What follows belongs to an exercise in optimizing a design on an open flow for small area; a production flow would make more cautious choices. Where RTL was checked, it was by simulation tests only, not by an equivalence proof against the original. No functional check of the RTL was part of runs 1 to 5. Power figures rest on the tool's default switching activity, not on a simulated workload.

==> flow/design.v <==
module signal_generator(input clk25,
       input rst,
       output hsyncOut,
       output vsyncOut,
       output [9:0] xposOut,
       output [9:0] yposOut);
reg [9:0] xpos;
reg [9:0] ypos;
wire endline = (xpos == 799);
always @(posedge clk25) begin
 if (rst || endline)
   xpos <= 0;
 else
   xpos <= xpos + 1;
end
always @(posedge clk25) begin
 if (rst)
  ypos <= 0;
 else if (endline) begin
  if (ypos == 520)
   ypos <= 0;
  else
   ypos <= ypos + 1;
 end
end
assign hsyncOut = ~(xpos >= 666 && xpos <= 760);
wire x0 = (xpos == 0);
assign vsyncOut = ~(x0 ? (ypos == 491 || ypos == 492) : (ypos == 490 || ypos == 491));
assign xposOut = xpos;
assign yposOut = ypos;
endmodule
module game(input clk25,
    input rst,
    input [9:0] xpos,
    input [9:0] ypos,
    input rota,
    input rotb,
    input de,
    output red,
    output green,
    output blue);
reg [17:0] tmr;
wire tmr_wrap = (tmr == 18'h0de83);
wire tmr_fb = ~(tmr[17] ^ tmr[10]);
always @(posedge clk25) begin
 if (rst || tmr_wrap)
  tmr <= 18'd0;
 else
  tmr <= {tmr[16:0], tmr_fb};
end
reg [8:0] paddlePosition;
always @(posedge clk25) begin
 if (rst)
  paddlePosition <= 160;
 else if (tmr_wrap) begin
  if (rota)
   paddlePosition <= paddlePosition + 3;
  else if (rotb)
   paddlePosition <= paddlePosition - 3;
 end
end
reg [95:0] dead;
wire wide = dead[29];    
wire fast = dead[30];    
wire endOfFrame = (xpos == 0 && ypos == 480);
wire [7:0] row;
wire [11:0] col;
genvar gi;
generate
 for (gi = 0; gi < 8; gi = gi + 1) begin : g_row
  assign row[gi] = (ypos >= 30 + 30*gi) && (ypos <= 50 + 30*gi);
 end
 for (gi = 0; gi < 12; gi = gi + 1) begin : g_col
  assign col[gi] = (xpos >= 13 + 52*gi) && (xpos <= 55 + 52*gi);
 end
endgenerate
reg [9:0] ballX;
reg [8:0] ballY;
reg ballXpos, ballYpos;
reg Xbounce, Ybounce;
reg [5:0] missTimer;
wire [10:0] dbx = {1'b0, xpos} - {1'b0, ballX};
wire [10:0] dby = {1'b0, ypos} - {2'b0, ballY};
wire ball = (dbx <= 5) && (dby <= 5);
wire [10:0] dpx = {1'b0, xpos} - {2'b0, paddlePosition};
wire paddle = (dpx >= 4) && (dpx <= (wide ? 120 : 84)) && (ypos >= 440) && (ypos <= 447);
wire area = (xpos < 640 && ypos < 480);
wire top = (area && ypos <= 10);
wire bottom = (area && ypos >= 476);
wire left = (area && xpos <= 3);
wire right = (area && xpos >= 637);
wire border = left || right || top;
wire missed = area && (missTimer != 0);
wire atOrigin = (ballX == 0 && ballY == 0);
wire [3:0] step = fast ? 4'd5 : 4'd3;
always @(posedge clk25) begin
 if (rst) begin
  ballX <= 0;
  ballY <= 0;
 end
 else if (endOfFrame) begin
  if (atOrigin) begin
   ballX <= 25;
   ballY <= 280;
  end
  else begin
   if (ballXpos ^ Xbounce)
    ballX <= ballX + step;
   else
    ballX <= ballX - step;
   if (ballYpos ^ Ybounce)
    ballY <= ballY + step;
   else
    ballY <= ballY - step;
  end
 end
end
always @(posedge clk25) begin
 if (rst) begin
  Xbounce <= 0;
  Ybounce <= 0;
  ballXpos <= 1;
  ballYpos <= 1;
  missTimer <= 0;
 end
 else if (!endOfFrame) begin
  if (ball && (left || right))
   Xbounce <= 1;
  if (ball && (top || bottom || (paddle && ballYpos)))
   Ybounce <= 1;
  if (ball && bottom)
   missTimer <= 60;
 end
 else begin
  if (atOrigin) begin
   ballXpos <= 1;
   ballYpos <= 1;
   Xbounce <= 0;
   Ybounce <= 0;
  end
  else begin
   if (Xbounce)
    ballXpos <= ~ballXpos;
   if (Ybounce)
    ballYpos <= ~ballYpos;
   Xbounce <= 0;
   Ybounce <= 0;
   if (missTimer != 0)
    missTimer <= missTimer - 1;
  end
 end
end
wire set_all = rst | (~endOfFrame & de);
wire [7:0] hitrow = row & {8{ball & ~endOfFrame & ~rst}};
wire [95:0] hit;
wire [95:0] lit;
generate
 for (gi = 0; gi < 96; gi = gi + 1) begin : g_brick
  assign hit[gi] = hitrow[gi / 12] & col[gi % 12];
  assign lit[gi] = row[gi / 12] & col[gi % 12] & ~dead[gi];
 end
endgenerate
always @(posedge clk25)
 dead <= hit | (dead & {96{~set_all}});
wire common = missed || border || paddle || ball;
wire bR = |lit[23:0] | |lit[95:72];
wire bG = |lit[28:24] | |lit[95:31];
wire bB = |lit[47:24];
assign red   = common | bR;
assign green = common | bG;
assign blue  = common | bB;
endmodule
module breakout(
    input  clk,
    input  rst,
    input  rota,
    input  rotb,
    input  de,
    output red,
    output green,
    output blue,
    output hsync,
    output vsync
    );
wire [9:0] xpos;
wire [9:0] ypos;
signal_generator signal_generator_inst(clk, rst, hsync, vsync, xpos, ypos);
game game_inst(clk, rst, xpos, ypos, ~rota, ~rotb, ~de, red, green, blue);
endmodule
==> flow/run.sh <==
#!/bin/bash
# synth_recipe.tcl (not shown) runs the flow's synth.tcl, then flattens the netlist and writes it again
# the make line also repeats each setting of config.mk as NAME=value (left out here)
make -C /OpenROAD-flow-scripts/flow DESIGN_CONFIG=/design/flow/config.mk WORK_HOME=/design/flow/orfs CLKGATE_MAP_FILE= SYNTH_SCRIPT=/design/flow/synth_recipe.tcl finish
==> flow/config.mk <==
export PLATFORM = sky130hd
export DESIGN_NAME = breakout
export DESIGN_NICKNAME = breakout
export VERILOG_FILES = /design/flow/design.v
export SDC_FILE = /design/flow/constraint.sdc
export NUM_CORES = 4
export LEC_CHECK = 0
export CAP_MARGIN = 20
export CORE_MARGIN = 2
export CORE_UTILIZATION = 40
export SLEW_MARGIN = 20
==> flow/constraint.sdc <==
create_clock -name core_clock -period 40.0 [get_ports {clk}]
set_input_delay 8.0000 -clock core_clock [delete_from_list [all_inputs] [get_ports {clk}]]
set_output_delay 8.0000 -clock core_clock [all_outputs]
set_load 0.01 [all_outputs]
==> results of run 1 <==
-- layout make-up --
| type | count | area (sq um) | area share (%) |
|---|---|---|---|
| Sequential cell | 172 | 3440 | 31.8 |
| Tap cell | 324 | 405 | 3.74 |
| Timing Repair Buffer | 23 | 195 | 1.80 |
| Clock buffer | 18 | 439 | 4.05 |
| Clock inverter | 14 | 145 | 1.34 |
| Multi-Input combinational cell | 942 | 5980 | 55.2 |
| Inverter | 60 | 225 | 2.08 |
-- layout by cell type (no fill, tap or decap), types with 14 or more instances in the layout --
master	n
inv_1	60
ha_1	61
nand3_1	38
buf_4	14
xor2_1	26
nand2b_1	15
nand4_1	14
dfxtp_1	172
clkbuf_16	17
o22ai_1	29
nor2b_1	20
o21ai_0	125
nand2_1	160
xnor2_1	33
and2_1	21
nor2_1	100
a21oi_1	45
nor3_1	28
-- cell families (layout without fill, tap and decap cells) --
family                     after synthesis  in the layout  synth area share (%)
AOI/OAI and AO/OA                      331            331                  21.5
buffers and inverters                  116            115                  4.66
xor gates and xnor gates                59             59                  5.23
DFF                                    172            172                  34.9
adders and majority gates               67             67                  8.95
muxes                                    9              9                 0.925
and+or+nand+nor                        476            476                  23.9
-- Yosys cell counts, drive strengths merged (5+ instances only) --
master / n / share of area, %
a31oi: 7 / 0.44
nand3b: 8 / 0.61
o21bai: 5 / 0.38
o211ai: 9 / 0.73
o21a: 7 / 0.53
or2: 7 / 0.44
nand2b: 15 / 0.95
o2111ai: 8 / 0.71
a211oi: 9 / 0.73
o22a: 11 / 0.98
and2: 21 / 1.3
nand4: 14 / 0.89
xnor2: 33 / 2.9
xor2: 26 / 2.3
inv: 60 / 2.3
ha: 61 / 7.7
o21ai: 139 / 7.4
mux2i: 8 / 0.81
a2111oi: 8 / 0.79
nand3: 38 / 1.9
nor3: 30 / 1.6
o221ai: 11 / 0.98
nor3b: 6 / 0.46
fa: 6 / 1.2
a21oi: 47 / 2.5
buf: 18 / 0.94
clkbuf: 38 / 1.4
nor4: 14 / 1.2
and3: 9 / 0.57
nor2: 101 / 3.8
or3: 9 / 0.57
a21o: 13 / 0.99
nor2b: 20 / 1.3
o22ai: 29 / 1.8
nand2: 160 / 6.1
dfxtp: 172 / 35
-- registers in the layout, summed over array words and instances (netlist names) --
register,flops
game_inst.dead,96
game_inst.tmr,18
game_inst.ballX,10
signal_generator_inst.xpos,10
signal_generator_inst.ypos,10
game_inst.ballY,9
game_inst.paddlePosition,9
game_inst.missTimer,6
game_inst.Xbounce,1
game_inst.Ybounce,1
game_inst.ballXpos,1
game_inst.ballYpos,1
-- per-stage QoR --
step                instance area, sq um  power [mW]  hold slack [ns]
floorplan                           9870       0.202            0.420
global placement                   10200       0.210            0.433
detailed placement                 10200       0.211            0.436
CTS                                10800       0.377            0.457
global route                       10800       0.388            0.474
finish                             10800       0.373            0.453
-- power groups by stage --
stage | Clock [mW] | Combinational (mW) | Sequential (mW)
final | 0.166 | 0.0339 | 0.173
after global routing | 0.176 | 0.0380 | 0.174
after global placement | 0 | 0.0330 | 0.177
after CTS | 0.170 | 0.0338 | 0.173
after detailed placement | 0 | 0.0336 | 0.177
after floorplan | 0 | 0.0256 | 0.177
-- worst max-delay path, cell delays in order (launching register included) --
cell and delay (ns):
dfxtp_1 0.73, ha_1 0.42, a21o_1 0.21, nand2_1 0.08, nand3b_1 0.10, xor2_1 0.17, ha_1 0.31, and3_1 0.16
nand4_1 0.10, a21o_1 0.18, a2111oi_0 0.98, nor3_1 0.32, nand3_1 0.24, clkdlybuf4s50_1 0.57
-- metal layers --
metal	routed length [microns]	part of all wire [%]	global-route usage, %	up-vias
li1	-	-	-	4369
met1	12700	49	28.7	4117
met2	11800	45	33.2	203
met3	1000	3.8	3.54	38
met4	516	2.0	6.29	0
met5	0	0	0	-
-- worst paths after layout --
| path | endpoint | slack (ns) | depth (start not counted) |
|---|---|---|---|
| worst max-delay path | blue | 27.02 | 13 |
| worst min-delay path | game_inst.tmr[8]$_SDFF_PP0_ | 0.45 | 1 |
| worst max register to register | game_inst.dead[9]$_DFF_P_ | 35.95 | 11 |
| worst min register to register | game_inst.tmr[8]$_SDFF_PP0_ | 0.45 | 1 |
==> impl_metrics.json, run 1 <==
{
  "status": "complete, no violations",
  "drt_iter0_drc": 966,
  "fillers": 2457,
  "cellPowerDensity_nw_per_um2": 34.4,
  "startpoint_type": "flop",
  "final.setup_skew_ns": 0.0180,
  "grt_pass1_vias": 8281,
  "synth_nets": 1302,
  "num_antenna_cells": 0,
  "crit_path_end_kind": "primary output",
  "clkPwrFrac_pct": 44.5,
  "grt_use_total_pct": 20.7,
  "die_area_sq_um": 26000,
  "totalWireLength_mm": 26.1,
  "clkLatencyLatePin_ns": 0.44,
  "die_y_microns": 161,
  "num_vias": 8727,
  "syn_inst": 1230,
  "dr.pass1.iters": 5,
  "viasPerCell": 5.62,
  "wl_per_cell_microns": 16.8,
  "drive_above_1_share_pct": 6.83,
  "power.switching_mw": 0.103,
  "syn_avg_cell_area_sq_um": 8.03,
  "leakagePower_nw": 4.16,
  "die-width_microns": 161,
  "synth_ff_type": "dfxtp_1",
  "dp_hpwl_mm": 18.4,
  "cts_buffers": 17,
  "fin_crit_sh_pct": 32.4,
  "synth_edf_count": 0,
  "design.core.area_sq_um": 24200,
  "dp_slack_ns": 27.61,
  "grt_first_pass_wirelength_mm": 43.4,
  "power.share.combinational_pct": 9.1,
  "cts.path.max_buffers": 2,
  "io_buffers": 9,
  "drc": 0,
  "postCtsResizedCells": 0,
  "ant_nets": 0,
  "clock_sinks": 172,
  "worst_ep_required_time_ns": 32.00,
  "initial_core_util_pct": 40.7,
  "max_cap_viol_count": 0,
  "clockRootBuffer": "clkbuf_16",
  "place_inst": 1521,
  "grt_max_degree": 62,
  "rows": 57,
  "synth_cell_type_count": 79,
  "fin_ws_ns": 27.02,
  "period_minus_slack_ns": 12.98,
  "fin_util_pct": 44.7,
  "finalMaxSlewViolations": 0,
  "yosysSeqAreaShare_pct": 34.9,
  "final-instance-count-excl-fill": 1553,
  "syn2layout_area_growth_pct": 9.69,
  "fmax_ghz": 0.0771,
  "ios": 10,
  "fin_nets": 1288,
  "ys_ff_latch": 172,
  "rsz0062_at_grt": "false",
  "htreeDepth": 4,
  "cts_setup_buffers": 0,
  "tritoncts": "built",
  "grt-ovfl-total": 0,
  "clkTransAtPathRegs_ns": 0.07,
  "p_sw_share_pct": 27.7,
  "worstHoldPathType": "reg2reg",
  "routabilityCongestion": 0.899,
  "worstSetupStartpoint": "signal_generator_inst.xpos[3]$_SDFF_PP0_",
  "postCtsHoldBufs": 0,
  "antenna_found_initial": 0,
  "slew_headroom_pct": 20.0,
  "reg2reg_from": "signal_generator_inst.xpos[0]$_SDFF_PP0_",
  "cp_max_fo": 19,
  "crit_type": "reg2out",
  "p_seq_share_pct": 46.5,
  "tns_ns": 0,
  "synth_warnings": 2,
  "hold_viol_final": 0,
  "min-delay-start": "game_inst.tmr[7]$_SDFF_PP0_",
  "syn-cell-area_sq_um": 9870,
  "internal_power_mw": 0.270,
  "tightest_slew_ns": 1.17,
  "ir_drop_mv": 0.0263,
  "cp.arrival_ns": 4.98,
  "ys_async_sr_fraction_pct": 0,
  "setup_violations": 0
}
==> run 2: changes to the inputs <==
--- a/flow/config.mk
+++ b/flow/config.mk
@@ -7,5 +7,6 @@
 export LEC_CHECK = 0
 export CAP_MARGIN = 20
 export CORE_MARGIN = 2
-export CORE_UTILIZATION = 40
+export CORE_UTILIZATION = 60
+export CTS_BUF_LIST = sky130_fd_sc_hd__clkbuf_8
 export SLEW_MARGIN = 20
==> impl_metrics.json, run 2 <==
{
  "final_area_sq_um": 10500,
  "place_inst": 1414,
  "cp_top_family": "compound AO/OA/AOI/OAI gates",
  "top_regs": "game_inst.dead x96, game_inst.tmr x18",
  "die_area_sq_um": 17500,
  "synth_area_leaders": "dfxtp_1 35%, ha_1 7.7%, o21ai_0 6.4%",
  "clkLatencyLatePin_ns": 0.48,
  "syn_inst": 1230,
  "yosysSeqAreaShare_pct": 34.9,
  "ir_drop_mv": 0.0233,
  "synth_ff_type": "dfxtp_1",
  "cts_setup_buffers": 0,
  "largest_reg_flops": 96,
  "cellPowerDensity_nw_per_um2": 32.0,
  "cp.arrival_ns": 4.89,
  "grt_first_pass_wirelength_mm": 41.9,
  "fin_crit_sh_pct": 32.2,
  "postCtsResizedCells": 0,
  "synth_warnings": 2,
  "syn2layout_area_growth_pct": 6.74,
  "cp_max_fo": 19,
  "layout_commonest_cell": "dfxtp_1",
  "slew_headroom_pct": 22.6,
  "viasPerCell": 6.04,
  "htreeDepth": 4,
  "setup_violations": 0,
  "worstPathCellList": "ha_1 > a21o_1 > nand2_1 > nand3b_1 > xor2_1 > ha_1 > and3_1 > nand4_1 > a21o_1 > a2111oi_0 > nor3_1 > nand4_1 > clkdlybuf4s50_1",
  "p_total_mw": 0.338,
  "io_buffers": 9,
  "grt_use_total_pct": 29.6,
  "ant_nets": 0,
  "antenna_found_initial": 0,
  "tritoncts": "built",
  "final.setup_skew_ns": 0.0188,
  "synth_cell_type_count": 79,
  "startpoint_type": "flop",
  "tns_ns": 0,
  "crit_type": "reg2out",
  "synth_nets": 1302,
  "r2r_slack_ns": 35.84,
  "synth_edf_count": 0,
  "grt_max_degree": 97,
  "period_minus_slack_ns": 12.89,
  "clkTransAtPathRegs_ns": 0.10,
  "status": "complete, no violations",
  "ys_async_sr_fraction_pct": 0,
  "wl_per_cell_microns": 17.8,
  "netlist.area_leader.share_pct": 34.9,
  "final-instance-count-excl-fill": 1446,
  "rows": 46,
  "synth_commonest_cells": "172 x dfxtp_1, 160 x nand2_1, 126 x o21ai_0",
  "cpPeakStageDelay_ns": 0.94,
  "clockRootBuffer": "clkbuf_8",
  "fmax_ghz": 0.0776,
  "syn-cell-area_sq_um": 9870,
  "critPathBufInv": 1,
  "fin_nets": 1289,
  "num_antenna_cells": 0,
  "postCtsHoldBufs": 0,
  "grt_pass1_vias": 8129,
  "worst_ep_required_time_ns": 32.00,
  "finalMaxSlewViolations": 0,
  "hold_viol_final": 0,
  "grt-ovfl-total": 0,
  "drc": 0,
  "syn_avg_cell_area_sq_um": 8.03,
  "crit_path_end_kind": "primary output",
  "rsz0062_at_grt": "false",
  "regMostFlops": "game_inst.dead",
  "ys_ff_latch": 172,
  "drive_above_1_share_pct": 6.91,
  "cts.path.max_buffers": 2,
  "slowest_stage": "a2111oi_0",
  "tightest_slew_ns": 1.13,
  "routabilityCongestion": 0.948,
  "dr.pass1.iters": 7,
  "design.core.area_sq_um": 16000,
  "initial_core_util_pct": 61.7,
  "placed_area_sq_um": 10100,
  "num_vias": 8737,
  "leakagePower_nw": 4.09,
  "worstHoldPathType": "reg2reg",
  "totalWireLength_mm": 25.7,
  "drt_iter0_drc": 671,
  "die-width_microns": 132,
  "max_cap_viol_count": 0,
  "post-synth-top-count-cell": "dfxtp_1",
  "ios": 10,
  "dp_hpwl_mm": 18.2,
  "clock_sinks": 172,
  "yosys.area.top_type": "dfxtp_1",
  "layout_common_cells": "172 x dfxtp_1, 160 x nand2_1, 125 x o21ai_0",
  "die_y_microns": 132,
  "cts_buffers": 17
}
==> run 2: cell count changes in the layout (fill, tap and decap cells not counted) <==
cell        change
clkbuf_8       +16
inv_12          +1
clkinv_4        -1
bufinv_16       +1
clkinvlp_4      -1
buf_4           +1
clkbuf_16      -17
inv_8           +1
==> run 2: cell families after synthesis <==
group                      Yosys count  synth area share (%)
AOI/OAI and AO/OA                  331                  21.5
DFF                                172                  34.9
buffers and inverters              116                  4.66
muxes                                9                 0.925
and+or+nand+nor                    476                  23.9
adders and majority gates           67                  8.95
xor gates and xnor gates            59                  5.23
==> run 2: final cells by class <==
type | count | area [sq um]
flip-flops and latches | 172 | 3440
well taps | 216 | 270
clock buffers | 17 | 234
multi-input cells | 942 | 5980
repair buffers | 24 | 203
fillers | 1449 | 5460
clock inverters | 15 | 186
inverters | 60 | 225
==> run 2: layer usage <==
layer	wire [microns]	track usage, %	vias up
met1	11500	39.5	4067
met5	0	0	-
met2	11900	47.9	249
met3	1510	4.73	57
li1	-	-	4364
met4	831	12.1	0
==> run 2: power by group <==
group          internal, mW  total, mW  switching (mW)
combinational        0.0131     0.0340          0.0209
sequential            0.172      0.173         0.00129
clock                0.0541      0.130          0.0761
==> run 2: worst register-to-register path: cells and delay by family, from the launching register on <==
| kind | cells | cell delay [ns] |
|---|---|---|
| and+or+nand+nor | 4 | 1.66 |
| DFF | 1 | 0.81 |
| adders and majority gates | 1 | 0.49 |
| AOI/OAI and AO/OA | 3 | 0.85 |
| xor gates and xnor gates | 1 | 0.29 |
==> run 2: metrics by stage <==
stage	util (%)	hold slack [ns]	setup slack (ns)
global placement	63.2	0.428	27.87
CTS	65.9	0.450	27.17
finish	65.9	0.450	27.11
floorplan	-	0.420	28.99
global route	65.9	0.462	26.97
detailed placement	63.2	0.429	27.70
==> run 2: path summary, 6_finish.rpt <==
path,startpoint,endpoint,cells past startpoint
setup / recovery,signal_generator_inst.xpos[3]$_SDFF_PP0_,green,13
hold / removal,game_inst.tmr[7]$_SDFF_PP0_,game_inst.tmr[8]$_SDFF_PP0_,1
setup reg to reg,signal_generator_inst.ypos[4]$_SDFFE_PP0P_,game_inst.dead[3]$_DFF_P_,9
hold reg to reg,game_inst.tmr[7]$_SDFF_PP0_,game_inst.tmr[8]$_SDFF_PP0_,1
==> run 3: changes to the inputs <==
--- a/flow/config.mk
+++ b/flow/config.mk
@@ -7,6 +7,6 @@
 export LEC_CHECK = 0
 export CAP_MARGIN = 20
 export CORE_MARGIN = 2
-export CORE_UTILIZATION = 60
+export CORE_UTILIZATION = 80
 export CTS_BUF_LIST = sky130_fd_sc_hd__clkbuf_8
 export SLEW_MARGIN = 20
==> impl_metrics.json, run 3 <==
{
  "cp_max_fo": 19,
  "yosys.area.top_type": "dfxtp_1",
  "grt-ovfl-total": 0,
  "layout_commonest_cell": "dfxtp_1",
  "die-width_microns": 115,
  "startpoint_type": "flop",
  "slowest_stage": "a2111oi_0",
  "clkLatencyLatePin_ns": 0.48,
  "critPathBufInv": 1,
  "clkTransAtPathRegs_ns": 0.09,
  "totalWireLength_mm": 26.4,
  "hold_viol_final": 0,
  "postCtsResizedCells": 0,
  "initial_core_util_pct": 82.2,
  "period_minus_slack_ns": 12.92,
  "synth_ff_type": "dfxtp_1",
  "cellPowerDensity_nw_per_um2": 31.2,
  "die_y_microns": 115,
  "endpoint": "green",
  "viasPerCell": 6.76,
  "final.setup_skew_ns": 0.0135,
  "clockRootBuffer": "clkbuf_8",
  "wl_per_cell_microns": 19.2,
  "clkPwrFrac_pct": 35.9,
  "worstSetupStartpoint": "signal_generator_inst.xpos[3]$_SDFF_PP0_",
  "ys_async_sr_fraction_pct": 0,
  "power.share.combinational_pct": 10.5,
  "cp.arrival_ns": 4.92,
  "rsz0062_at_grt": "false",
  "leakagePower_nw": 4.06,
  "tns_ns": 0,
  "ios": 10,
  "syn_avg_cell_area_sq_um": 8.03,
  "fin_nets": 1287,
  "layout_common_cells": "172 x dfxtp_1, 160 x nand2_1, 125 x o21ai_0",
  "setup_violations": 0,
  "reg2reg_depth": 9,
  "netlist.area_leader.share_pct": 34.9,
  "htreeDepth": 4,
  "drt_iter0_drc": 1021,
  "fmax_ghz": 0.0774,
  "drc": 0,
  "regArea_sq_um": 3440,
  "worstPathCellList": "ha_1 > a21o_1 > nand2_1 > nand3b_1 > xor2_1 > ha_1 > and3_1 > nand4_1 > a21o_1 > a2111oi_0 > nor3_1 > nand4_1 > clkdlybuf4s50_1",
  "p_total_mw": 0.324,
  "largest_reg_flops": 96,
  "synth_commonest_cells": "172 x dfxtp_1, 160 x nand2_1, 126 x o21ai_0",
  "crit_path_end_kind": "primary output",
  "fin_crit_sh_pct": 32.3,
  "grt_max_degree": 97,
  "status": "complete, no violations",
  "postCtsHoldBufs": 0,
  "ir_drop_mv": 0.0286,
  "cp_top_family": "compound AO/OA/AOI/OAI gates",
  "tightest_slew_ns": 1.14,
  "syn_inst": 1230,
  "dr.pass1.iters": 5,
  "tritoncts": "built",
  "syn-cell-area_sq_um": 9870,
  "grt_use_total_pct": 40.3,
  "p_seq_share_pct": 53.6,
  "crit_type": "reg2out",
  "slew_headroom_pct": 23.6,
  "internal_power_mw": 0.232,
  "synth_nets": 1302,
  "post-synth-top-count-cell": "dfxtp_1",
  "synth_edf_count": 0,
  "yosysSeqAreaShare_pct": 34.9,
  "synth_cell_type_count": 79,
  "power.switching_mw": 0.0916,
  "multi_input_area_sq_um": 5980,
  "rows": 40,
  "grt_pass1_vias": 8773,
  "synth_area_leaders": "dfxtp_1 35%, ha_1 7.7%, o21ai_0 6.4%",
  "antenna_found_initial": 0,
  "fin_util_pct": 86.5,
  "reg2reg_from": "signal_generator_inst.ypos[4]$_SDFFE_PP0P_",
  "cts_buffers": 17,
  "cts_setup_buffers": 0,
  "cp.depth": 13,
  "cts.path.max_buffers": 2,
  "top_regs": "game_inst.dead x96, game_inst.tmr x18",
  "fillers": 669,
  "ant_nets": 0,
  "drive_above_1_share_pct": 6.68,
  "max_cap_viol_count": 0,
  "finalMaxSlewViolations": 0,
  "dp_hpwl_mm": 18.6,
  "syn2layout_area_growth_pct": 5.17,
  "clock_sinks": 172,
  "cpPeakStageDelay_ns": 0.90,
  "routabilityCongestion": 0.963,
  "worstHoldPathType": "reg2reg",
  "r2r_slack_ns": 35.99,
  "worst_ep_required_time_ns": 32.00,
  "rr_endpoint": "game_inst.dead[3]$_DFF_P_",
  "die_area_sq_um": 13200,
  "p_sw_share_pct": 28.3,
  "synth_warnings": 2,
  "grt_first_pass_wirelength_mm": 42.2,
  "regMostFlops": "game_inst.dead",
  "design.core.area_sq_um": 12000,
  "num_vias": 9300,
  "io_buffers": 9,
  "ys_ff_latch": 172
}
-- run 3: cell counts after synthesis --
Identical to the previous run, type by type.
-- run 3: how the worst min path moves through the flow --
stage,from,end,slack (ns),depth (start not counted)
after floorplan,game_inst.dead[51]$_DFF_P_,game_inst.dead[51]$_DFF_P_,0.42,2
after global placement,game_inst.tmr[7]$_SDFF_PP0_,game_inst.tmr[8]$_SDFF_PP0_,0.43,1
after detailed placement,game_inst.dead[51]$_DFF_P_,game_inst.dead[51]$_DFF_P_,0.44,2
after CTS,game_inst.dead[5]$_DFF_P_,game_inst.dead[5]$_DFF_P_,0.46,2
after global routing,game_inst.dead[8]$_DFF_P_,game_inst.dead[8]$_DFF_P_,0.48,2
final,game_inst.dead[5]$_DFF_P_,game_inst.dead[5]$_DFF_P_,0.46,2
-- run 3: cells by family (layout without fill, tap and decap cells) --
group                    count (synthesis)  count (layout)  synth area share, %
AO/OA/AOI/OAI                          331             331                 21.5
AND/OR/NAND/NOR                        476             476                 23.9
other                                    0               1                    0
adder cells (fa/ha/maj)                 67              67                 8.95
flip-flops                             172             172                 34.9
multiplexers                             9               9                0.925
XOR/XNOR                                59              59                 5.23
buffers and inverters                  116             114                 4.66
-- run 3: area by class of cell --
class                           count  share of cell area [%]
Tap cell                          147                    1.77
Antenna cell                        1                  0.0241
Sequential cell                   172                    33.2
Inverter                           60                    2.17
Timing Repair Buffer               22                    1.81
Clock buffer                       19                    2.52
Clock inverter                     13                   0.988
Multi-Input combinational cell    942                    57.6
-- run 3: metrics by stage --
stage | hold slack (ns) | area [sq um] | setup WS [ns] | std cells
after floorplan | 0.420 | 9870 | 28.99 | 1230
after global placement | 0.430 | 10000 | 27.90 | 1343
after detailed placement | 0.437 | 10000 | 27.77 | 1343
after CTS | 0.462 | 10400 | 27.25 | 1375
after global routing | 0.477 | 10400 | 26.98 | 1375
final | 0.462 | 10400 | 27.08 | 1376
-- run 3: layer usage --
metal	vias to the layer above	wire, microns	GRT usage, %
met5	-	0	0
met4	0	1430	23.6
met3	127	2260	8.38
met2	510	12400	66.5
met1	4306	10300	48.7
li1	4357	-	-
-- run 3: power groups by stage --
| stage | combinational [mW] | clock, mW | sequential [mW] |
|---|---|---|---|
| final | 0.0341 | 0.116 | 0.174 |
| after global routing | 0.0371 | 0.122 | 0.174 |
| after CTS | 0.0333 | 0.116 | 0.173 |
| after detailed placement | 0.0331 | 0 | 0.177 |
| after global placement | 0.0315 | 0 | 0.177 |
| after floorplan | 0.0256 | 0 | 0.177 |
-- run 3: worst min-delay path, stage by stage (launching register included) --
cell     delay [ns]
dfxtp_1        0.32
nand2_1        0.06
o21ai_2        0.05
==> run 4: changes to the inputs <==
--- a/flow/config.mk
+++ b/flow/config.mk
@@ -9,4 +9,6 @@
 export CORE_MARGIN = 2
 export CORE_UTILIZATION = 80
 export CTS_BUF_LIST = sky130_fd_sc_hd__clkbuf_8
+export GPL_ROUTABILITY_DRIVEN = 0
+export GPL_TIMING_DRIVEN = 0
 export SLEW_MARGIN = 20
==> impl_metrics.json, run 4 <==
{
  "fin_crit_sh_pct": 32.5,
  "worstPathCellList": "inv_1 > ha_1 > fa_1 > nor2b_1 > o211ai_1 > a21oi_1 > mux2i_1 > or4_1 > a2111oi_1 > nor3_1 > nand4bb_1 > clkdlybuf4s50_1",
  "tritoncts": "built",
  "rows": 40,
  "crit_path_end_kind": "primary output",
  "period_minus_slack_ns": 12.99,
  "max_cap_viol_count": 0,
  "synth_edf_count": 0,
  "fin_ws_ns": 27.01,
  "layout_common_cells": "172 x dfxtp_1, 160 x nand2_1, 126 x o21ai_0",
  "syn2layout_area_growth_pct": 7.91,
  "dr.pass1.iters": 7,
  "worstHoldPathType": "reg2reg",
  "reg2reg_from": "signal_generator_inst.ypos[1]$_SDFFE_PP0P_",
  "ys_ff_latch": 172,
  "htreeDepth": 4,
  "synth_commonest_cells": "172 x dfxtp_1, 160 x nand2_1, 126 x o21ai_0",
  "tns_ns": 0,
  "drc": 0,
  "netlist.area_leader.share_pct": 34.9,
  "rsz0062_at_grt": "false",
  "hold_ws_ns": 0.466,
  "synth_nets": 1302,
  "regMostFlops": "game_inst.dead",
  "drt_iter0_drc": 1609,
  "num_antenna_cells": 0,
  "layout_commonest_cell": "dfxtp_1",
  "ys_async_sr_fraction_pct": 0,
  "startpoint_type": "flop",
  "cts_buffers": 17,
  "ios": 10,
  "p_total_mw": 0.359,
  "cpPeakStageDelay_ns": 0.89,
  "grt_pass1_vias": 9389,
  "syn_avg_cell_area_sq_um": 8.03,
  "die_area_sq_um": 13200,
  "postCtsHoldBufs": 0,
  "tightest_slew_ns": 1.02,
  "post-synth-top-count-cell": "dfxtp_1",
  "design.core.area_sq_um": 12000,
  "fmax_ghz": 0.0770,
  "worst_ep_required_time_ns": 32.00,
  "clkTransAtPathRegs_ns": 0.09,
  "wl_per_cell_microns": 20.5,
  "slowest_stage": "a2111oi_1",
  "min-delay-start": "game_inst.dead[12]$_DFF_P_",
  "ant_nets": 0,
  "yosys.area.top_type": "dfxtp_1",
  "dp_hpwl_mm": 20.0,
  "num_vias": 9953,
  "synth_cell_type_count": 79,
  "synth_ff_type": "dfxtp_1",
  "final.setup_skew_ns": 0.0162,
  "fillers": 635,
  "grt_use_total_pct": 44.8,
  "syn_inst": 1230,
  "cts.path.max_buffers": 2,
  "worstSetupStartpoint": "signal_generator_inst.xpos[0]$_SDFF_PP0_",
  "synth_area_leaders": "dfxtp_1 35%, ha_1 7.7%, o21ai_0 6.4%",
  "fin_nets": 1332,
  "antenna_found_initial": 0,
  "largest_reg_flops": 96,
  "leakagePower_nw": 4.18,
  "grt_first_pass_wirelength_mm": 46.7,
  "cp_max_fo": 5,
  "die-width_microns": 115,
  "status": "complete, no violations",
  "grt_max_degree": 17,
  "top_regs": "game_inst.dead x96, game_inst.tmr x18",
  "crit_type": "reg2out",
  "clockRootBuffer": "clkbuf_8",
  "dp_slack_ns": 27.55,
  "postCtsResizedCells": 0,
  "drive_above_1_share_pct": 6.53,
  "totalWireLength_mm": 29.2,
  "cts_setup_buffers": 0,
  "syn-cell-area_sq_um": 9870,
  "hold_viol_final": 0,
  "cellPowerDensity_nw_per_um2": 33.7,
  "finalMaxSlewViolations": 0,
  "clkLatencyLatePin_ns": 0.49,
  "initial_core_util_pct": 82.2,
  "clock_sinks": 172,
  "synth_warnings": 2,
  "setup_violations": 0,
  "yosysSeqAreaShare_pct": 34.9,
  "ir_drop_mv": 0.0338,
  "viasPerCell": 7.01,
  "slew_headroom_pct": 32.0,
  "io_buffers": 9,
  "cp.arrival_ns": 4.99,
  "grt-ovfl-total": 0,
  "die_y_microns": 115
}
[run 4: cell counts after synthesis]
No cell type changed its count.
[run 4: report_power, final]
| part | switching, mW | leakage (nW) | internal (mW) |
|---|---|---|---|
| clock network | 0.0675 | 0.249 | 0.0829 |
| logic | 0.0227 | 2.54 | 0.0127 |
| registers | 0.00122 | 1.39 | 0.172 |
[run 4: worst paths after layout]
path | cells after the start | slack, ns | to
setup reg to reg | 11 | 35.66 | game_inst.missTimer[0]$_SDFFE_PP0P_
setup / recovery | 12 | 27.01 | red
hold reg to reg | 2 | 0.47 | game_inst.dead[12]$_DFF_P_
hold / removal | 2 | 0.47 | game_inst.dead[12]$_DFF_P_
[run 4: critical path, delay by kind of cell (launching register included)]
kind / cells / cell delay [ns]
and+or+nand+nor: 4 / 1.34
buffers and inverters: 2 / 0.70
adders and majority gates: 2 / 0.64
DFF: 1 / 0.41
AOI/OAI and AO/OA: 3 / 1.26
muxes: 1 / 0.16
[run 4: layer usage]
layer	track usage (%)	part of all wire, %
met4	21.1	5.2
met2	69.3	43
met5	0	0
met3	13.4	14
met1	57.5	38
[run 4: through the flow]
| step | std cells | area, sq um | util [%] |
|---|---|---|---|
| global placement | 1386 | 10100 | 84.5 |
| detailed placement | 1388 | 10200 | 84.7 |
| global route | 1419 | 10700 | 88.7 |
| finish | 1419 | 10700 | 88.7 |
| CTS | 1419 | 10700 | 88.7 |
| floorplan | 1230 | 9870 | - |
[run 4: cell families after synthesis]
logic type	count (synthesis)	synth area share, %
AND/OR/NAND/NOR	476	23.9
AO/OA/AOI/OAI	331	21.5
flip-flops	172	34.9
buffers and inverters	116	4.66
adder cells (fa/ha/maj)	67	8.95
XOR/XNOR	59	5.23
multiplexers	9	0.925
[run 4: area by class of cell]
type                    count  area (sq um)  share of cell area [%]
multi-input cells         942          5980                    56.1
repair buffers             11           103                   0.963
clock inverters            13           238                    2.23
plain buffers              56           235                    2.21
well taps                 147           184                    1.73
inverters                  60           225                    2.11
flip-flops and latches    172          3440                    32.3
clock buffers              18           248                    2.33
==> run 5: changes to the inputs <==
==> flow/config.mk (replaced) <==
export PLATFORM = sky130hd
export DESIGN_NAME = breakout
export DESIGN_NICKNAME = breakout
export VERILOG_FILES = /design/flow/design.v
export SDC_FILE = /design/flow/constraint.sdc
export NUM_CORES = 4
export LEC_CHECK = 0
export CAP_MARGIN = 20
export CORE_MARGIN = 2
export CORE_UTILIZATION = 60
export CTS_BUF_LIST = sky130_fd_sc_hd__clkbuf_4 sky130_fd_sc_hd__clkbuf_8
export SLEW_MARGIN = 20
==> impl_metrics.json, run 5 <==
{
  "synth_warnings": 2,
  "rsz0062_at_grt": "false",
  "drc": 0,
  "p_sw_share_pct": 29.1,
  "tightest_slew_ns": 1.13,
  "worstHoldPathType": "reg2reg",
  "syn2layout_area_growth_pct": 6.74,
  "die-width_microns": 132,
  "setup_violations": 0,
  "io_buffers": 9,
  "grt_pass1_vias": 8129,
  "reg2reg_depth": 9,
  "ant_nets": 0,
  "yosysSeqAreaShare_pct": 34.9,
  "cts_buffers": 17,
  "wl_per_cell_microns": 17.8,
  "num_vias": 8737,
  "power.switching_mw": 0.0984,
  "initial_core_util_pct": 61.7,
  "netlist.area_leader.share_pct": 34.9,
  "routabilityCongestion": 0.948,
  "fillers": 1449,
  "syn_avg_cell_area_sq_um": 8.03,
  "design.core.area_sq_um": 16000,
  "rows": 46,
  "ir_drop_mv": 0.0233,
  "final.setup_skew_ns": 0.0188,
  "post-synth-top-count-cell": "dfxtp_1",
  "die_y_microns": 132,
  "ios": 10,
  "layout_commonest_cell": "dfxtp_1",
  "fmax_ghz": 0.0776,
  "htreeDepth": 4,
  "antenna_found_initial": 0,
  "yosys.area.top_type": "dfxtp_1",
  "status": "complete, no violations",
  "slew_headroom_pct": 22.6,
  "synth_ff_type": "dfxtp_1",
  "grt-ovfl-total": 0,
  "synth_area_leaders": "dfxtp_1 35%, ha_1 7.7%, o21ai_0 6.4%",
  "grt_first_pass_wirelength_mm": 41.9,
  "internal_power_mw": 0.239,
  "grt_max_degree": 97,
  "reg2reg_from": "signal_generator_inst.ypos[4]$_SDFFE_PP0P_",
  "synth_edf_count": 0,
  "hold_ws_ns": 0.450,
  "cellPowerDensity_nw_per_um2": 32.0,
  "crit_path_end_kind": "primary output",
  "synth_nets": 1302,
  "grt_use_total_pct": 29.6,
  "period_minus_slack_ns": 12.89,
  "dr.pass1.iters": 7,
  "postCtsHoldBufs": 0,
  "hold_viol_final": 0,
  "cp_max_fo": 19,
  "crit_type": "reg2out",
  "clkLatencyLatePin_ns": 0.48,
  "finalMaxSlewViolations": 0,
  "dp_hpwl_mm": 18.2,
  "synth_commonest_cells": "172 x dfxtp_1, 160 x nand2_1, 126 x o21ai_0",
  "min-delay-start": "game_inst.tmr[7]$_SDFF_PP0_",
  "cts_setup_buffers": 0,
  "clkPwrFrac_pct": 38.6,
  "postCtsResizedCells": 0,
  "cp.arrival_ns": 4.89,
  "largest_reg_flops": 96,
  "fin_crit_sh_pct": 32.2,
  "tritoncts": "built",
  "tns_ns": 0,
  "fin_util_pct": 65.9,
  "die_area_sq_um": 17500,
  "p_seq_share_pct": 51.4,
  "final-instance-count-excl-fill": 1446,
  "synth_cell_type_count": 79,
  "worst_ep_required_time_ns": 32.00,
  "clkTransAtPathRegs_ns": 0.10,
  "cts.path.max_buffers": 2,
  "p_total_mw": 0.338,
  "ys_async_sr_fraction_pct": 0,
  "clockRootBuffer": "clkbuf_8",
  "syn_inst": 1230,
  "place_inst": 1414,
  "syn-cell-area_sq_um": 9870,
  "num_antenna_cells": 0,
  "worstSetupStartpoint": "signal_generator_inst.xpos[3]$_SDFF_PP0_",
  "startpoint_type": "flop",
  "drive_above_1_share_pct": 6.91,
  "layout_common_cells": "172 x dfxtp_1, 160 x nand2_1, 125 x o21ai_0",
  "viasPerCell": 6.04,
  "ys_ff_latch": 172,
  "top_regs": "game_inst.dead x96, game_inst.tmr x18",
  "leakagePower_nw": 4.09,
  "max_cap_viol_count": 0,
  "min_path_cells": 1,
  "drt_iter0_drc": 671,
  "fin_nets": 1289,
  "totalWireLength_mm": 25.7,
  "regMostFlops": "game_inst.dead",
  "power.share.combinational_pct": 10.1,
  "clock_sinks": 172
}
-- run 5: cell counts after synthesis --
No cell type changed its count.
-- run 5: path summary, 6_finish.rpt --
check                                              endpoint  slack (ns)
worst max-delay path                                  green       27.11
worst min-delay path            game_inst.tmr[8]$_SDFF_PP0_        0.45
worst max register to register    game_inst.dead[3]$_DFF_P_       35.84
worst min register to register  game_inst.tmr[8]$_SDFF_PP0_        0.45
-- run 5: worst max-delay path: stages, from the launching register on --
cell and delay, ns:
dfxtp_1 0.75, ha_1 0.43, a21o_1 0.20, nand2_1 0.09
nand3b_1 0.09, xor2_1 0.17, ha_1 0.31, and3_1 0.15
nand4_1 0.09, a21o_1 0.18, a2111oi_0 0.94, nor3_1 0.26
nand4_1 0.19, clkdlybuf4s50_1 0.56
-- run 5: logic make-up after synthesis --
logic type,share of synthesized area (%)
compound gates,21.5
xor+xnor,5.23
fa+ha+maj,8.95
buf+inv,4.66
flops,34.9
mux,0.925
simple gates,23.9
-- run 5: layer usage --
metal / track usage (%) / wire length, microns
met5: 0 / 0
met4: 12.1 / 831
met3: 4.73 / 1510
met2: 47.9 / 11900
met1: 39.5 / 11500
-- run 5: power by group through the flow --
| stage | Combinational, mW | Sequential (mW) | Clock (mW) |
|---|---|---|---|
| 5_1_grt | 0.0379 | 0.174 | 0.138 |
| 6_report | 0.0340 | 0.173 | 0.130 |
| 4_1_cts | 0.0339 | 0.173 | 0.132 |
| 2_1_floorplan | 0.0256 | 0.177 | 0 |
| 3_3_place_gp | 0.0330 | 0.177 | 0 |
| 3_5_place_dp | 0.0337 | 0.177 | 0 |
-- run 5: final cells by class --
cell class / instances / area, sq um / share of cell area (%)
multi-input cells: 942 / 5980 / 56.7
flip-flops and latches: 172 / 3440 / 32.7
repair buffers: 24 / 203 / 1.92
well taps: 216 / 270 / 2.56
clock buffers: 17 / 234 / 2.22
inverters: 60 / 225 / 2.14
clock inverters: 15 / 186 / 1.77
-- run 5: through the flow --
stage | worst slack (ns) | instance area [sq um]
floorplan | 28.99 | 9870
global placement | 27.87 | 10100
detailed placement | 27.70 | 10100
CTS | 27.17 | 10500
global route | 26.97 | 10500
finish | 27.11 | 10500
==> run 6: changes to the inputs <==
--- a/flow/design.v
+++ b/flow/design.v
@@ -39,6 +39,17 @@
     output red,
     output green,
     output blue);
+function automatic [10:0] radd10(input [9:0] a, input [9:0] b, input cin);
+  integer i; reg c; reg [9:0] s;
+  begin
+    c = cin;
+    for (i = 0; i < 10; i = i + 1) begin
+      s[i] = a[i] ^ b[i] ^ c;
+      c = (a[i] & b[i]) | ((a[i] ^ b[i]) & c);
+    end
+    radd10 = {c, s};
+  end
+endfunction
 reg [17:0] tmr;
 wire tmr_wrap = (tmr == 18'h0de83);
 wire tmr_fb = ~(tmr[17] ^ tmr[10]);
@@ -48,16 +59,14 @@
  else
   tmr <= {tmr[16:0], tmr_fb};
 end
-reg [8:0] paddlePosition;
+reg [8:0] nP;
+wire [9:0] kP = rota ? 10'h3fd : 10'h003;           
+wire [10:0] nPadd = radd10({1'b0, nP}, kP, 1'b0);
 always @(posedge clk25) begin
  if (rst)
-  paddlePosition <= 160;
- else if (tmr_wrap) begin
-  if (rota)
-   paddlePosition <= paddlePosition + 3;
-  else if (rotb)
-   paddlePosition <= paddlePosition - 3;
- end
+  nP <= ~9'd160;
+ else if (tmr_wrap && (rota || rotb))
+  nP <= nPadd[8:0];
 end
 reg [95:0] dead;
 wire wide = dead[29];    
@@ -74,16 +83,21 @@
   assign col[gi] = (xpos >= 13 + 52*gi) && (xpos <= 55 + 52*gi);
  end
 endgenerate
-reg [9:0] ballX;
-reg [8:0] ballY;
+reg [9:0] nbx;
+reg [8:0] nby;
 reg ballXpos, ballYpos;
 reg Xbounce, Ybounce;
 reg [5:0] missTimer;
-wire [10:0] dbx = {1'b0, xpos} - {1'b0, ballX};
-wire [10:0] dby = {1'b0, ypos} - {2'b0, ballY};
-wire ball = (dbx <= 5) && (dby <= 5);
-wire [10:0] dpx = {1'b0, xpos} - {2'b0, paddlePosition};
-wire paddle = (dpx >= 4) && (dpx <= (wide ? 120 : 84)) && (ypos >= 440) && (ypos <= 447);
+wire [9:0] ballX = ~nbx;
+wire [8:0] ballY = ~nby;
+wire [8:0] paddlePosition = ~nP;
+wire [10:0] sbx = radd10(xpos, nbx, 1'b1);
+wire [10:0] sby = radd10(ypos, {1'b1, nby}, 1'b1);
+wire ball = sbx[10] && (sbx[9:3] == 0) && !(sbx[2] && sbx[1]) &&
+            sby[10] && (sby[9:3] == 0) && !(sby[2] && sby[1]);
+wire [10:0] spx = radd10(xpos, {1'b1, nP}, 1'b1);
+wire [9:0] dpx = spx[9:0];
+wire paddle = spx[10] && (dpx >= 4) && (dpx <= (wide ? 120 : 84)) && (ypos[9:3] == 55);
 wire area = (xpos < 640 && ypos < 480);
 wire top = (area && ypos <= 10);
 wire bottom = (area && ypos >= 476);
@@ -91,27 +105,26 @@
 wire right = (area && xpos >= 637);
 wire border = left || right || top;
 wire missed = area && (missTimer != 0);
-wire atOrigin = (ballX == 0 && ballY == 0);
-wire [3:0] step = fast ? 4'd5 : 4'd3;
+wire atOrigin = (&nbx) && (&nby);
+wire dirX = ballXpos ^ Xbounce;
+wire dirY = ballYpos ^ Ybounce;
+wire sx = dirX ^ fast;
+wire sy = dirY ^ fast;
+wire [10:0] nbxn = radd10(nbx, {{7{dirX}}, sx, ~sx, 1'b1}, 1'b0);
+wire [10:0] nbyn = radd10({1'b0, nby}, {1'b0, {6{dirY}}, sy, ~sy, 1'b1}, 1'b0);
 always @(posedge clk25) begin
  if (rst) begin
-  ballX <= 0;
-  ballY <= 0;
+  nbx <= 10'h3ff;
+  nby <= 9'h1ff;
  end
  else if (endOfFrame) begin
   if (atOrigin) begin
-   ballX <= 25;
-   ballY <= 280;
+   nbx <= ~10'd25;
+   nby <= ~9'd280;
   end
   else begin
-   if (ballXpos ^ Xbounce)
-    ballX <= ballX + step;
-   else
-    ballX <= ballX - step;
-   if (ballYpos ^ Ybounce)
-    ballY <= ballY + step;
-   else
-    ballY <= ballY - step;
+   nbx <= nbxn[9:0];
+   nby <= nbyn[8:0];
   end
  end
 end
@@ -139,10 +152,8 @@
    Ybounce <= 0;
   end
   else begin
-   if (Xbounce)
-    ballXpos <= ~ballXpos;
-   if (Ybounce)
-    ballYpos <= ~ballYpos;
+   ballXpos <= dirX;
+   ballYpos <= dirY;
    Xbounce <= 0;
    Ybounce <= 0;
    if (missTimer != 0)
--- a/flow/config.mk
+++ b/flow/config.mk
@@ -7,6 +7,6 @@
 export LEC_CHECK = 0
 export CAP_MARGIN = 20
 export CORE_MARGIN = 2
-export CORE_UTILIZATION = 60
-export CTS_BUF_LIST = sky130_fd_sc_hd__clkbuf_4 sky130_fd_sc_hd__clkbuf_8
+export CORE_UTILIZATION = 80
+export CTS_BUF_LIST = sky130_fd_sc_hd__clkbuf_8
 export SLEW_MARGIN = 20
==> impl_metrics.json, run 6 <==
{
  "clockRootBuffer": "clkbuf_8",
  "tns_ns": 0,
  "grt_first_pass_wirelength_mm": 37.9,
  "status": "complete, no violations",
  "tritoncts": "built",
  "wl_per_cell_microns": 21.9,
  "antenna_found_initial": 0,
  "cellPowerDensity_nw_per_um2": 34.2,
  "yosys.area.top_type": "dfxtp_1",
  "die-width_microns": 109,
  "final.setup_skew_ns": 0.0155,
  "drc": 0,
  "cts_setup_buffers": 0,
  "hold_viol_final": 0,
  "layout_common_cells": "172 x dfxtp_1, 98 x nor2_1, 96 x a22o_1",
  "placed_area_sq_um": 8860,
  "largest_reg_flops": 96,
  "design.core.area_sq_um": 10800,
  "tightest_slew_ns": 1.13,
  "dr.pass1.iters": 8,
  "fin_util_pct": 86.1,
  "fmax_ghz": 0.0699,
  "grt_use_total_pct": 41.9,
  "fin_crit_sh_pct": 35.8,
  "slew_headroom_pct": 24.3,
  "die_area_sq_um": 11900,
  "synth_cell_type_count": 62,
  "synth_commonest_cells": "172 x dfxtp_1, 99 x nor2_1, 96 x a22o_1",
  "fin_nets": 983,
  "regMostFlops": "game_inst.dead",
  "io_buffers": 9,
  "p_total_mw": 0.317,
  "post-synth-top-count-cell": "dfxtp_1",
  "grt_max_degree": 97,
  "startpoint_type": "flop",
  "cts_buffers": 17,
  "postCtsHoldBufs": 0,
  "htreeDepth": 4,
  "cts.path.max_buffers": 2,
  "initial_core_util_pct": 81.7,
  "clkTransAtPathRegs_ns": 0.10,
  "synth_area_leaders": "dfxtp_1 39%, fa_1 11%, a22o_1 9.5%",
  "layout_commonest_cell": "dfxtp_1",
  "leakagePower_nw": 3.90,
  "num_vias": 7594,
  "top_regs": "game_inst.dead x96, game_inst.tmr x18",
  "syn_avg_cell_area_sq_um": 9.26,
  "num_antenna_cells": 0,
  "fillers": 575,
  "final_area_sq_um": 9290,
  "crit_path_end_kind": "primary output",
  "rows": 38,
  "die_y_microns": 109,
  "drt_iter0_drc": 1158,
  "synth_edf_count": 0,
  "dp_hpwl_mm": 16.2,
  "grt-ovfl-total": 0,
  "netlist.area_leader.share_pct": 39.1,
  "totalWireLength_mm": 23.5,
  "ys_async_sr_fraction_pct": 0,
  "yosysSeqAreaShare_pct": 39.1,
  "postCtsResizedCells": 0,
  "max_cap_viol_count": 0,
  "ys_ff_latch": 172,
  "synth_warnings": 2,
  "cp.arrival_ns": 6.31,
  "grt_pass1_vias": 7396,
  "setup_violations": 0,
  "cp_max_fo": 5,
  "ant_nets": 0,
  "viasPerCell": 7.09,
  "syn2layout_area_growth_pct": 5.42,
  "ir_drop_mv": 0.0519,
  "crit_type": "reg2out",
  "multi_input_area_sq_um": 4860,
  "rsz0062_at_grt": "false",
  "drive_above_1_share_pct": 5.37,
  "clock_sinks": 172,
  "ios": 10,
  "synth_nets": 1017,
  "clkLatencyLatePin_ns": 0.49,
  "routabilityCongestion": 0.957,
  "finalMaxSlewViolations": 0,
  "synth_ff_type": "dfxtp_1",
  "worst_ep_required_time_ns": 32.00,
  "syn_inst": 952,
  "syn-cell-area_sq_um": 8820,
  "worstHoldPathType": "reg2reg",
  "period_minus_slack_ns": 14.31,
  "regArea_sq_um": 3440,
  "hold_ws_ns": 0.462
}
## run 6: cell type report
type,instances,share of cell area (%)
clock inverters,14,1.98
multi-input cells,646,52.3
repair buffers,15,1.45
clock buffers,18,2.67
flip-flops and latches,172,37.0
well taps,140,1.88
inverters,66,2.67
## run 6: final timing paths
path	to	cells past startpoint	startpoint	slack (ns)
worst min-delay path	game_inst.tmr[5]$_SDFF_PP0_	1	game_inst.tmr[4]$_SDFF_PP0_	0.46
worst max register to register	game_inst.dead[32]$_DFF_P_	18	signal_generator_inst.xpos[1]$_SDFF_PP0_	34.03
worst min register to register	game_inst.tmr[5]$_SDFF_PP0_	1	game_inst.tmr[4]$_SDFF_PP0_	0.46
worst max-delay path	green	19	signal_generator_inst.xpos[1]$_SDFF_PP0_	25.69
## run 6: cells by family after synthesis
family          Yosys count  synth area share [%]
compound gates          255                  21.8
fa+ha+maj                60                  12.5
simple gates            304                  18.0
buf+inv                 134                  5.95
flops                   172                  39.1
xor+xnor                 27                  2.68
## run 6: routing by layer
layer | GRT usage, % | routed length [microns] | vias to the layer above
met5 | 0 | 0 | -
met4 | 19.8 | 776 | 0
met3 | 14.3 | 2760 | 99
met2 | 64.3 | 10900 | 544
met1 | 53.3 | 8990 | 3600
li1 | - | - | 3351
## run 6: report_power, final
group	switching [mW]	leakage, nW	internal, mW
clock	0.0685	0.226	0.0652
combinational	0.00763	2.28	0.00341
sequential	0.00107	1.39	0.172
## run 6: critical path, stage by stage (launching register included)
cell and delay [ns]:
dfxtp_1 0.38, inv_1 0.15, fa_1 0.19, inv_1 0.05, fa_1 0.39, fa_1 0.41
fa_1 0.41, fa_1 0.39, fa_1 0.40, fa_1 0.39, fa_1 0.37, inv_1 0.09
fa_1 0.41, nor4b_1 0.16, nand3_1 0.10, nor2_1 0.08, nand3b_1 0.21, nand3b_1 0.21
or4_1 0.55, clkdlybuf4s50_1 0.50
## run 6: metrics by stage
stage	std cells	setup WS, ns
global route	1071	25.47
global placement	1039	26.40
CTS	1071	25.73
detailed placement	1039	26.26
finish	1071	25.69
floorplan	952	27.07
==> run 7: changes to the inputs <==
--- a/flow/design.v
+++ b/flow/design.v
@@ -60,12 +60,13 @@
   tmr <= {tmr[16:0], tmr_fb};
 end
 reg [8:0] nP;
-wire [9:0] kP = rota ? 10'h3fd : 10'h003;           
+wire pmove = tmr_wrap && (rota || rotb);
+wire [9:0] kP = {1'b0, {7{pmove & rota}}, pmove & ~rota, pmove};   
 wire [10:0] nPadd = radd10({1'b0, nP}, kP, 1'b0);
 always @(posedge clk25) begin
  if (rst)
   nP <= ~9'd160;
- else if (tmr_wrap && (rota || rotb))
+ else
   nP <= nPadd[8:0];
 end
 reg [95:0] dead;
@@ -91,10 +92,21 @@
 wire [9:0] ballX = ~nbx;
 wire [8:0] ballY = ~nby;
 wire [8:0] paddlePosition = ~nP;
-wire [10:0] sbx = radd10(xpos, nbx, 1'b1);
-wire [10:0] sby = radd10(ypos, {1'b1, nby}, 1'b1);
-wire ball = sbx[10] && (sbx[9:3] == 0) && !(sbx[2] && sbx[1]) &&
-            sby[10] && (sby[9:3] == 0) && !(sby[2] && sby[1]);
+wire atOrigin = (&nbx) && (&nby);
+wire dirX = ballXpos ^ Xbounce;
+wire dirY = ballYpos ^ Ybounce;
+wire sx = dirX ^ fast;
+wire sy = dirY ^ fast;
+wire [9:0] kx = {{7{dirX}}, sx, ~sx, 1'b1};
+wire [9:0] ky = {1'b0, {6{dirY}}, sy, ~sy, 1'b1};
+wire [9:0] ax = xpos | ({10{endOfFrame}} & kx);
+wire [9:0] ay = (ypos & ~({10{endOfFrame}} & 10'b0111100000)) | ({10{endOfFrame}} & ky);
+wire [10:0] sbx = radd10(ax, nbx, ~endOfFrame);
+wire [10:0] sby = radd10(ay, {1'b1, nby}, ~endOfFrame);
+wire ball_run = sbx[10] && (sbx[9:3] == 0) && !(sbx[2] && sbx[1]) &&
+                sby[10] && (sby[9:3] == 0) && !(sby[2] && sby[1]);
+wire ball_eof = (&nbx) && (ballY >= 475) && (ballY <= 480);
+wire ball = endOfFrame ? ball_eof : ball_run;
 wire [10:0] spx = radd10(xpos, {1'b1, nP}, 1'b1);
 wire [9:0] dpx = spx[9:0];
 wire paddle = spx[10] && (dpx >= 4) && (dpx <= (wide ? 120 : 84)) && (ypos[9:3] == 55);
@@ -105,13 +117,6 @@
 wire right = (area && xpos >= 637);
 wire border = left || right || top;
 wire missed = area && (missTimer != 0);
-wire atOrigin = (&nbx) && (&nby);
-wire dirX = ballXpos ^ Xbounce;
-wire dirY = ballYpos ^ Ybounce;
-wire sx = dirX ^ fast;
-wire sy = dirY ^ fast;
-wire [10:0] nbxn = radd10(nbx, {{7{dirX}}, sx, ~sx, 1'b1}, 1'b0);
-wire [10:0] nbyn = radd10({1'b0, nby}, {1'b0, {6{dirY}}, sy, ~sy, 1'b1}, 1'b0);
 always @(posedge clk25) begin
  if (rst) begin
   nbx <= 10'h3ff;
@@ -123,8 +128,8 @@
    nby <= ~9'd280;
   end
   else begin
-   nbx <= nbxn[9:0];
-   nby <= nbyn[8:0];
+   nbx <= sbx[9:0];
+   nby <= sby[8:0];
   end
  end
 end
@@ -164,19 +169,24 @@
 wire set_all = rst | (~endOfFrame & de);
 wire [7:0] hitrow = row & {8{ball & ~endOfFrame & ~rst}};
 wire [95:0] hit;
-wire [95:0] lit;
 generate
  for (gi = 0; gi < 96; gi = gi + 1) begin : g_brick
   assign hit[gi] = hitrow[gi / 12] & col[gi % 12];
-  assign lit[gi] = row[gi / 12] & col[gi % 12] & ~dead[gi];
  end
 endgenerate
 always @(posedge clk25)
  dead <= hit | (dead & {96{~set_all}});
 wire common = missed || border || paddle || ball;
-wire bR = |lit[23:0] | |lit[95:72];
-wire bG = |lit[28:24] | |lit[95:31];
-wire bB = |lit[47:24];
+wire [7:0] S;
+generate
+ for (gi = 0; gi < 8; gi = gi + 1) begin : g_rowsel
+  assign S[gi] = |(col & ~dead[12*gi +: 12]);
+ end
+endgenerate
+wire S2g = |(col[4:0] & ~dead[28:24]) | |(col[11:7] & ~dead[35:31]);
+wire bR = (row[0] & S[0]) | (row[1] & S[1]) | (row[6] & S[6]) | (row[7] & S[7]);
+wire bG = (row[2] & S2g) | (row[3] & S[3]) | (row[4] & S[4]) | (row[5] & S[5]) | (row[6] & S[6]) | (row[7] & S[7]);
+wire bB = (row[2] & S[2]) | (row[3] & S[3]);
 assign red   = common | bR;
 assign green = common | bG;
 assign blue  = common | bB;
==> impl_metrics.json, run 7 <==
{
  "clkTransAtPathRegs_ns": 0.09,
  "dp_hpwl_mm": 16.4,
  "postCtsHoldBufs": 0,
  "grt_use_total_pct": 43.5,
  "synth_nets": 975,
  "synth_warnings": 2,
  "synth_commonest_cells": "172 x dfxtp_1, 98 x nor2_1, 97 x a22o_1",
  "slowest_stage": "or4_4",
  "synth_area_leaders": "dfxtp_1 40%, a22o_1 10%, fa_1 7.7%",
  "tritoncts": "built",
  "synth_edf_count": 0,
  "yosysSeqAreaShare_pct": 40.4,
  "rows": 37,
  "ys_ff_latch": 172,
  "fin_crit_sh_pct": 42.0,
  "fin_nets": 957,
  "postCtsResizedCells": 0,
  "clkLatencyLatePin_ns": 0.48,
  "top_regs": "game_inst.dead x96, game_inst.tmr x18",
  "grt_first_pass_wirelength_mm": 38.4,
  "routabilityCongestion": 0.988,
  "worst_ep_required_time_ns": 32.00,
  "startpoint_type": "flop",
  "totalWireLength_mm": 24.3,
  "dr.pass1.iters": 7,
  "syn2layout_area_growth_pct": 5.59,
  "num_vias": 7811,
  "crit_path_end_kind": "primary output",
  "synth_ff_type": "dfxtp_1",
  "die_area_sq_um": 11500,
  "fillers": 534,
  "drt_iter0_drc": 1377,
  "cts_setup_buffers": 0,
  "cpMostUsedCell": "fa_1",
  "grt_max_degree": 97,
  "rsz0062_at_grt": "false",
  "leakagePower_nw": 3.65,
  "tightest_slew_ns": 1.01,
  "cts_buffers": 17,
  "antenna_found_initial": 0,
  "cts.path.max_buffers": 2,
  "clock_sinks": 172,
  "layout_commonest_cell": "dfxtp_1",
  "cp_max_fo": 18,
  "ir_drop_mv": 0.0364,
  "ys_async_sr_fraction_pct": 0,
  "status": "complete, no violations",
  "regArea_sq_um": 3440,
  "synth_cell_type_count": 72,
  "syn_avg_cell_area_sq_um": 9.24,
  "io_buffers": 9,
  "ant_nets": 0,
  "grt_pass1_vias": 7342,
  "num_antenna_cells": 0,
  "layout_common_cells": "172 x dfxtp_1, 97 x nor2_1, 97 x a22o_1",
  "crit_type": "reg2out",
  "period_minus_slack_ns": 16.82,
  "viasPerCell": 7.41,
  "htreeDepth": 4,
  "final.setup_skew_ns": 0.0142,
  "ios": 10,
  "hold_ws_ns": 0.477,
  "multi_input_area_sq_um": 4660,
  "syn_inst": 923,
  "post-synth-top-count-cell": "dfxtp_1",
  "critPathBufInv": 5,
  "initial_core_util_pct": 82.6,
  "syn-cell-area_sq_um": 8530,
  "drc": 0,
  "yosys.area.top_type": "dfxtp_1",
  "die-width_microns": 107,
  "slew_headroom_pct": 32.2,
  "max_cap_viol_count": 0,
  "fmax_ghz": 0.0595,
  "die_y_microns": 107,
  "r2r_slack_ns": 31.23,
  "setup_violations": 0,
  "tns_ns": 0,
  "cellPowerDensity_nw_per_um2": 33.1,
  "design.core.area_sq_um": 10300,
  "regMostFlops": "game_inst.dead",
  "netlist.area_leader.share_pct": 40.4,
  "finalMaxSlewViolations": 0,
  "cpPeakStageDelay_ns": 0.67,
  "grt-ovfl-total": 0,
  "drive_above_1_share_pct": 6.97,
  "largest_reg_flops": 96,
  "cp.arrival_ns": 8.82,
  "hold_viol_final": 0,
  "clockRootBuffer": "clkbuf_8",
  "cp_top_family": "adder cells",
  "worstHoldPathType": "reg2reg",
  "wl_per_cell_microns": 23.0
}
[run 7: changes by cell type in the layout (fill, tap and decap cells not counted), sizes merged, moves of 5 or more]
cell	change
a211o	-7
a21oi	-6
fa	-14
inv	-11
nand2	+8
nand3	-7
o21ai	+8
o22a	+5
or2	+7
or3	-9
[run 7: cells by family (layout without fill, tap and decap cells)]
group,Yosys count,in the layout,share of synthesized area (%)
AO/OA/AOI/OAI,262,262,22.5
XOR/XNOR,25,25,2.57
adder cells (fa/ha/maj),47,47,9.80
buffers and inverters,111,106,5.22
flip-flops,172,172,40.4
AND/OR/NAND/NOR,306,306,19.5
[run 7: metrics by stage]
stage | instance area (sq um) | cells | setup WS (ns) | power [mW] | utilization, %
after floorplan | 8530 | 923 | 25.55 | 0.183 | -
after CTS | 8990 | 1054 | 23.36 | 0.297 | 87.1
final | 9010 | 1054 | 23.18 | 0.298 | 87.2
after global routing | 9010 | 1054 | 22.84 | 0.305 | 87.2
after global placement | 8620 | 1022 | 24.18 | 0.185 | 83.5
after detailed placement | 8620 | 1022 | 23.90 | 0.186 | 83.5
[run 7: routing by layer]
layer / share of wire, % / GRT usage (%) / routed length (microns) / vias up
met3: 13 / 9.38 / 3050 / 156
met1: 38 / 58.4 / 9180 / 3621
li1: - / - / - / 3317
met4: 5.2 / 21.5 / 1260 / 0
met2: 44 / 66.9 / 10800 / 717
met5: 0 / 0 / 0 / -
[run 7: path summary, 6_finish.rpt]
path | from | to | cells past startpoint
worst max-delay path | signal_generator_inst.xpos[7]$_SDFF_PP0_ | red | 27
worst min-delay path | game_inst.tmr[14]$_SDFF_PP0_ | game_inst.tmr[15]$_SDFF_PP0_ | 1
worst max register to register | signal_generator_inst.xpos[7]$_SDFF_PP0_ | game_inst.dead[77]$_DFF_P_ | 25
worst min register to register | game_inst.tmr[14]$_SDFF_PP0_ | game_inst.tmr[15]$_SDFF_PP0_ | 1
[run 7: worst register-to-register path: stages (launching register included)]
cell and delay [ns]:
dfxtp_1 0.51, or4_4 0.67, nor4_4 0.33, nand4_2 0.52, clkinv_1 0.38, nor2_1 0.10
fa_1 0.37, inv_1 0.08, fa_1 0.15, inv_1 0.05, fa_1 0.40, fa_1 0.42
fa_1 0.40, fa_1 0.39, fa_1 0.39, fa_1 0.41, fa_1 0.39, inv_1 0.09
fa_1 0.43, and4b_1 0.27, o221ai_1 0.11, nor4_1 0.22, nand2_1 0.16, or2_1 0.39
nor2_1 0.82, a22o_1 0.27
[run 7: cell type report]
type | count | share of cell area, %
multi-input combinational | 640 | 51.8
sequential | 172 | 38.2
clock buffer | 19 | 2.90
inverter | 58 | 2.42
tap | 136 | 1.89
timing repair buffer | 16 | 1.58
clock inverter | 13 | 1.18
[run 7: power by group]
part / internal (mW) / switching (mW) / total [mW] / leakage [nW]
Sequential: 0.172 / 0.000943 / 0.173 / 1.39
Clock: 0.0475 / 0.0684 / 0.116 / 0.185
Combinational: 0.00287 / 0.00696 / 0.00983 / 2.07

[static timing again, ports no longer ideal]
Ports are ideal in the flow. The routed layouts listed here were re-timed in OpenROAD.
Step 1 sets driving cells, clkbuf_16 on the clock port and buf_2 on the other inputs (assumed; they add their load-dependent delay and slew).
Step 2 times the ports against the registers' clock, not the clock port: input delays grow and output delays shrink by t, the midpoint of the rising clock arrivals with the driver on.
a / b / c = ideal / step 1 / step 2; a / b = the first two.
run | t, ns | slack for setup (ns) | worst register clock-pin slew, ns | worst slew at a driven data input, ns | cell pins on the clock port's net
run 1 | 0.483 | 27.025 / 26.977 / 27.460 | 0.08 / 0.08 | 0.04 | 1
run 2 | 0.514 | 27.114 / 27.073 / 27.588 | 0.11 / 0.11 | 0.03 | 1
run 3 | 0.514 | 27.081 / 27.043 / 27.557 | 0.10 / 0.10 | 0.03 | 1
run 4 | 0.518 | 27.006 / 26.966 / 27.484 | 0.10 / 0.10 | 0.03 | 1
run 5 | 0.514 | 27.114 / 27.073 / 27.588 | 0.11 / 0.11 | 0.03 | 1
run 6 | 0.517 | 25.686 / 25.648 / 26.165 | 0.10 / 0.10 | 0.04 | 1
run 7 | 0.511 | 23.183 / 23.145 / 23.656 | 0.10 / 0.10 | 0.03 | 1
After both steps setup and hold are still met in every run listed.
